Background: an optimization exercise with open tools, aiming at small area, a short achievable clock period and few clock cycles. Do not read the settings as production practice.
The RTL was checked by simulation tests, not by an equivalence proof against the original design.
Power figures rest on the tool's default switching activity, not on a simulated workload.

==> exp/willow <==
==> flow/design.v <==
module projectCPU2022(
  clk,
  rst,
  wrEn,
  data_fromRAM,
  addr_toRAM,
  data_toRAM,
  PC,
  W
);
input clk, rst;
input wire [15:0] data_fromRAM;
output reg [15:0] data_toRAM;
output reg wrEn;
output reg [12:0] addr_toRAM;
output reg [12:0] PC;
output reg [15:0] W;
reg        stPC, stBus, stPtr, stWr, st2;
reg [2:0]  opcode;
reg [15:0] M;
reg        exe;       
reg        sub;       
wire [15:0] D     = data_fromRAM;
wire [12:0] PCinc = PC + 13'd1;
wire        opd0  = (D[12:0] == 13'd0);
wire        isADD = (opcode == 3'd0);
wire        isCMP = (opcode == 3'd4);
wire        isNOR = (opcode == 3'd1);
wire        isSRL = (opcode == 3'd2);
wire        isRRL = (opcode == 3'd3);
wire        isLD  = (opcode == 3'd6);
wire [15:0] p = M;
wire [15:0] g = W & ~M;
reg  [15:0] G, P;
integer j, s;
always @* begin
  G = g; P = p;
  G[0] = g[0] | (p[0] & sub);
  for (s = 1; s < 16; s = s * 2)
    for (j = 0; j < 16; j = j + 1)
      if (j & s) begin
        G[j] = G[j] | (P[j] & G[(j & ~(s - 1)) - 1]);
        P[j] = P[j] & P[(j & ~(s - 1)) - 1];
      end
end
wire [15:0] sum = p ^ {G[14:0], sub};
wire        lt  = ~G[15];        
wire        eq  = &p;            
wire        left  = |M[15:4];
wire [3:0]  k     = M[3:0];
wire        fill  = isRRL;
reg  [15:0] Wrev, frev;
integer q;
always @* for (q = 0; q < 16; q = q + 1) Wrev[q] = W[15 - q];
wire [15:0] x0 = left ? Wrev : W;
wire [15:0] x1 = k[0] ? {x0[0]   & fill,       x0[15:1]} : x0;
wire [15:0] x2 = k[1] ? {x1[1:0] & {2{fill}},  x1[15:2]} : x1;
wire [15:0] x3 = k[2] ? {x2[3:0] & {4{fill}},  x2[15:4]} : x2;
wire [15:0] x4 = k[3] ? {x3[7:0] & {8{fill}},  x3[15:8]} : x3;
always @* for (q = 0; q < 16; q = q + 1) frev[q] = x4[15 - q];
wire [15:0] shres = left ? frev : x4;
wire        isSH  = isSRL | isRRL;
wire [15:0] cmpres = {{15{lt}}, ~eq};
wire [15:0] alu = ({16{isADD}} & sum) | ({16{isCMP}} & cmpres) | ({16{isNOR}} & ~(W | M)) |
                  ({16{isSH}} & shres) | ({16{isLD}} & M);
wire sFET = stPC & ~st2;
wire sDEC = stBus & ~st2;
wire sIND = stBus & st2;
wire sEXE = stPC & st2;
always @* begin
  addr_toRAM = ({13{stBus}} & D[12:0]) | ({13{stPC}} & PC) | ({13{stWr}} & M[12:0]) |
               {10'd0, stPtr, 2'd0};
  wrEn       = stWr;
  data_toRAM = W;
end
wire        cmpx  = sEXE && (opcode == 3'd4);
wire        addx  = sEXE && ((opcode == 3'd0) || (opcode == 3'd4));
always @(posedge clk) begin
  M   <= D ^ ({16{addx}} & W) ^ {16{cmpx}};
  sub <= cmpx;
end
always @(posedge clk) begin
  if (rst) begin
    stPC  <= 1'b1;
    stBus <= 1'b0;
    stPtr <= 1'b0;
    stWr  <= 1'b0;
    st2   <= 1'b0;
    PC    <= 13'd0;
    W     <= 16'd0;
    exe   <= 1'b0;
  end else begin
    exe <= 1'b0;
    if (exe)
      W <= alu;
    stPC  <= 1'b0;
    stBus <= 1'b0;
    stPtr <= 1'b0;
    stWr  <= 1'b0;
    st2   <= 1'b0;
    if (sFET)
      stBus <= 1'b1;                     
    if (sDEC) begin
      opcode <= D[15:13];
      if (D[15:13] != 3'd7)
        PC <= PCinc;
      if (opd0)
        stPtr <= 1'b1;                   
      else if (D[15:13] == 3'd7)
        stWr <= 1'b1;                    
      else begin
        stPC <= 1'b1;                    
        st2  <= 1'b1;
      end
    end
    if (stPtr) begin
      stBus <= 1'b1;                     
      st2   <= 1'b1;
    end
    if (sIND) begin
      if (opcode == 3'd7)
        stWr <= 1'b1;                    
      else begin
        stPC <= 1'b1;                    
        st2  <= 1'b1;
      end
    end
    if (sEXE) begin
      exe <= (opcode != 3'd5);
      if (opcode == 3'd5 && D == 16'd0) begin
        PC   <= W[12:0];
        stPC <= 1'b1;                    
      end else
        stBus <= 1'b1;                   
    end
    if (stWr) begin
      PC   <= PCinc;
      stPC <= 1'b1;                      
    end
  end
end
endmodule
==> flow/run.sh <==
#!/bin/bash
# synth_recipe.tcl (not shown) runs the flow's synth.tcl, then flattens the netlist and writes it again
# the make line also repeats each setting of config.mk as NAME=value (left out here)
make -C /OpenROAD-flow-scripts/flow DESIGN_CONFIG=/design/flow/config.mk WORK_HOME=/design/flow/orfs CLKGATE_MAP_FILE= SYNTH_SCRIPT=/design/flow/synth_recipe.tcl finish
==> flow/config.mk <==
export PLATFORM = sky130hd
export DESIGN_NAME = projectCPU2022
export DESIGN_NICKNAME = projectCPU2022
export VERILOG_FILES = /design/flow/design.v
export SDC_FILE = /design/flow/constraint.sdc
export NUM_CORES = 4
export LEC_CHECK = 0
export ABC_AREA = 1
export CAP_MARGIN = 20
export CORE_MARGIN = 2
export CORE_UTILIZATION = 40
export SETUP_SLACK_MARGIN = 2.5
export SLEW_MARGIN = 20
==> flow/constraint.sdc <==
create_clock -name core_clock -period 5.0 [get_ports {clk}]
set_input_delay 1.0000 -clock core_clock [delete_from_list [all_inputs] [get_ports {clk}]]
set_output_delay 1.0000 -clock core_clock [all_outputs]
set_load 0.01 [all_outputs]
==> exp/nickel (differences from exp/willow) <==
==> flow/design.v (replaced) <==
module projectCPU2022(
  clk,
  rst,
  wrEn,
  data_fromRAM,
  addr_toRAM,
  data_toRAM,
  PC,
  W
);
input clk, rst;
input wire [15:0] data_fromRAM;
output reg [15:0] data_toRAM;
output reg wrEn;
output reg [12:0] addr_toRAM;
output reg [12:0] PC;
output reg [15:0] W;
localparam [1:0] S_FETCH = 2'd0,   
                 S_DEC   = 2'd1,   
                 S_IND   = 2'd2,   
                 S_EXE   = 2'd3;   
reg [1:0]  state, stateNext;
reg [2:0]  opcode, opcodeNext;
reg [12:0] PCNext;
reg [15:0] WNext;
wire [15:0] D      = data_fromRAM;
wire [12:0] PCinc  = PC + 13'd1;
wire        opd0   = (D[12:0] == 13'd0);
wire        isST   = (opcode == 3'd7);
wire        left   = |D[15:4];
wire [3:0]  k      = D[3:0];
wire [3:0]  r      = left ? (4'd0 - k) : k;
wire [31:0] WW     = {W, W};
wire [15:0] rot    = WW >> r;
wire [15:0] mask   = left ? (16'hFFFF << k) : (16'hFFFF >> k);
reg [15:0] alu;
always @* begin
  case (opcode)
    3'd0: alu = W + D;
    3'd1: alu = ~(W | D);
    3'd2: alu = rot & mask;
    3'd3: alu = rot;
    3'd4: alu = (W < D) ? 16'hFFFF : ((W == D) ? 16'h0000 : 16'h0001);
    3'd6: alu = D;
    default: alu = W;
  endcase
end
always @(posedge clk) begin
  state  <= stateNext;
  opcode <= opcodeNext;
  PC     <= PCNext;
  W      <= WNext;
end
always @* begin
  stateNext  = state;
  opcodeNext = opcode;
  PCNext     = PC;
  WNext      = W;
  addr_toRAM = PC;
  wrEn       = 1'b0;
  data_toRAM = W;
  if (rst) begin
    stateNext  = S_FETCH;
    opcodeNext = 3'd0;
    PCNext     = 13'd0;
    WNext      = 16'd0;
  end else begin
    case (state)
      S_FETCH: begin
        addr_toRAM = PC;
        stateNext  = S_DEC;
      end
      S_DEC: begin
        opcodeNext = D[15:13];
        if (opd0) begin
          addr_toRAM = 13'd4;
          stateNext  = S_IND;
        end else begin
          addr_toRAM = D[12:0];
          if (D[15:13] == 3'd7) begin
            wrEn      = 1'b1;
            PCNext    = PCinc;
            stateNext = S_FETCH;
          end else begin
            stateNext = S_EXE;
          end
        end
      end
      S_IND: begin
        addr_toRAM = D[12:0];
        if (isST) begin
          wrEn      = 1'b1;
          PCNext    = PCinc;
          stateNext = S_FETCH;
        end else begin
          stateNext = S_EXE;
        end
      end
      S_EXE: begin
        WNext = alu;
        if (opcode == 3'd5 && D == 16'd0)
          PCNext = W[12:0];
        else
          PCNext = PCinc;
        addr_toRAM = PCNext;
        stateNext  = S_DEC;
      end
    endcase
  end
end
endmodule
ABC_AREA = not set   (was 1)
SETUP_SLACK_MARGIN = 2.3   (was 2.5)
==> exp/umber (differences from exp/willow) <==
--- a/flow/design.v
+++ b/flow/design.v
@@ -38,9 +38,13 @@
   G[0] = g[0] | (p[0] & sub);
   for (s = 1; s < 16; s = s * 2)
-    for (j = 0; j < 16; j = j + 1)
-      if (j & s) begin
-        G[j] = G[j] | (P[j] & G[(j & ~(s - 1)) - 1]);
-        P[j] = P[j] & P[(j & ~(s - 1)) - 1];
-      end
+    for (j = 2 * s - 1; j < 16; j = j + 2 * s) begin
+      G[j] = G[j] | (P[j] & G[j - s]);
+      P[j] = P[j] & P[j - s];
+    end
+  for (s = 4; s >= 1; s = s / 2)
+    for (j = 3 * s - 1; j < 16; j = j + 2 * s) begin
+      G[j] = G[j] | (P[j] & G[j - s]);
+      P[j] = P[j] & P[j - s];
+    end
 end
 wire [15:0] sum = p ^ {G[14:0], sub};
==> flow/flow/run.sh (new file) <==
#!/bin/bash
# The standard layout, with every port buffered by buf_2 rather than the flow's default
# buffer choice (a delay cell). The ORFS logs stay under orfs/logs; make's output goes to
# standard.log.
set -euo pipefail
export BUFFER_PORTS_ARGS="-buffer_cell sky130_fd_sc_hd__buf_2"
bash standard.sh > standard.log 2>&1
==> flow/standard.sh (new file) <==
#!/bin/bash
# synth_recipe.tcl (not shown) runs the flow's synth.tcl, then flattens the netlist and writes it again
# the make line also repeats each setting of config.mk as NAME=value (left out here)
make -C /OpenROAD-flow-scripts/flow DESIGN_CONFIG=/design/flow/config.mk WORK_HOME=/design/flow/orfs CLKGATE_MAP_FILE= SYNTH_SCRIPT=/design/flow/synth_recipe.tcl "${@:-finish}"
CTS_CLUSTER_DIAMETER = 150   (was not set)
CTS_CLUSTER_SIZE = 40   (was not set)
removed: flow/run.sh
==> exp/raven (differences from exp/willow) <==
==> flow/flow/run.sh (new file) <==
#!/bin/bash
# The standard layout, with every port buffered by buf_2 rather than the flow's default
# buffer choice (a delay cell). The ORFS logs stay under orfs/logs; make's output goes to
# standard.log.
set -euo pipefail
export BUFFER_PORTS_ARGS="-buffer_cell sky130_fd_sc_hd__buf_2"
bash standard.sh > standard.log 2>&1
==> flow/standard.sh (new file) <==
#!/bin/bash
# synth_recipe.tcl (not shown) runs the flow's synth.tcl, then flattens the netlist and writes it again
# the make line also repeats each setting of config.mk as NAME=value (left out here)
make -C /OpenROAD-flow-scripts/flow DESIGN_CONFIG=/design/flow/config.mk WORK_HOME=/design/flow/orfs CLKGATE_MAP_FILE= SYNTH_SCRIPT=/design/flow/synth_recipe.tcl "${@:-finish}"
removed: flow/run.sh
==> comparison table <==
metric	exp/umber	exp/raven	exp/nickel	exp/willow
Met1 demand-to-capacity share in global routing	0.3878	0.4006	0.4421	0.4075
Synthesized netlist cell count	847	847	757	847
Critical register-to-register path endpoint	W[15]	W[15]	W[12]	W[14]
Status	complete, no violations	complete, no violations	complete, no violations	complete, no violations
Yosys reg bits	55	55	34	55
Worst hold path startpoint	stPC	stPtr	PC[11]	stPtr
Clock tree cell share of total cell area	0.02889	0.02688	0.02530	0.02555
Buffer and inverter count on the worst path	2	2	4	2
Total chip power	0.001272 W	0.001241 W	0.001929 W	0.001265 W
Layout Skew	0.009146 ns	0.01469 ns	0.003427 ns	0.01136 ns
Met3 Use GR	0.03425	0.03038	0.04135	0.04583
Fill cell total of the finished layout	1334	1338	1179	1306
Global routing met2 resource utilization	0.4609	0.4420	0.4751	0.4755
Testbench counts of exp/willow, summed over its fixed seeds: cycles 57,384.
Testbench counts of exp/nickel, summed over its fixed seeds: cycles 48,579.
Testbench counts of exp/umber, summed over its fixed seeds: cycles 57,384.
Testbench counts of exp/raven, summed over its fixed seeds: cycles 57,384.

## re-timing with driven ports
The results above use ideal ports. As a check the final layouts listed here were re-extracted and re-timed, cells and wires unchanged.
Step 1, drivers: a clkbuf_16 drives clk and a buf_2 each remaining input, both assumed.
Step 2, shift: input delay + t, output delay - t, t = (earliest + latest rising clock arrival at the registers) / 2. This alone moves slack from input paths to output paths.
a / b / c = no drivers / after step 1 / after step 2; a / b = the first two.
run	t (ns)	setup WS [ns]	worst hold slack (ns)	worst setup path after step 2
exp/willow	0.340	2.523 / 2.492 / 2.229	0.515 / 0.515 / 0.515	input to register
exp/nickel	0.340	1.016 / 0.972 / 0.972	0.574 / 0.574 / 0.574	input to output
exp/umber	0.342	2.519 / 2.484 / 2.251	0.555 / 0.555 / 0.555	input to register
exp/raven	0.346	2.475 / 2.438 / 2.316	0.534 / 0.534 / 0.534	input to register
After both steps setup and hold are still met in every run listed. For exp/willow, which loses most, drivers alone change the setup slack by -0.031 ns; drivers and shift together by -0.294 ns.
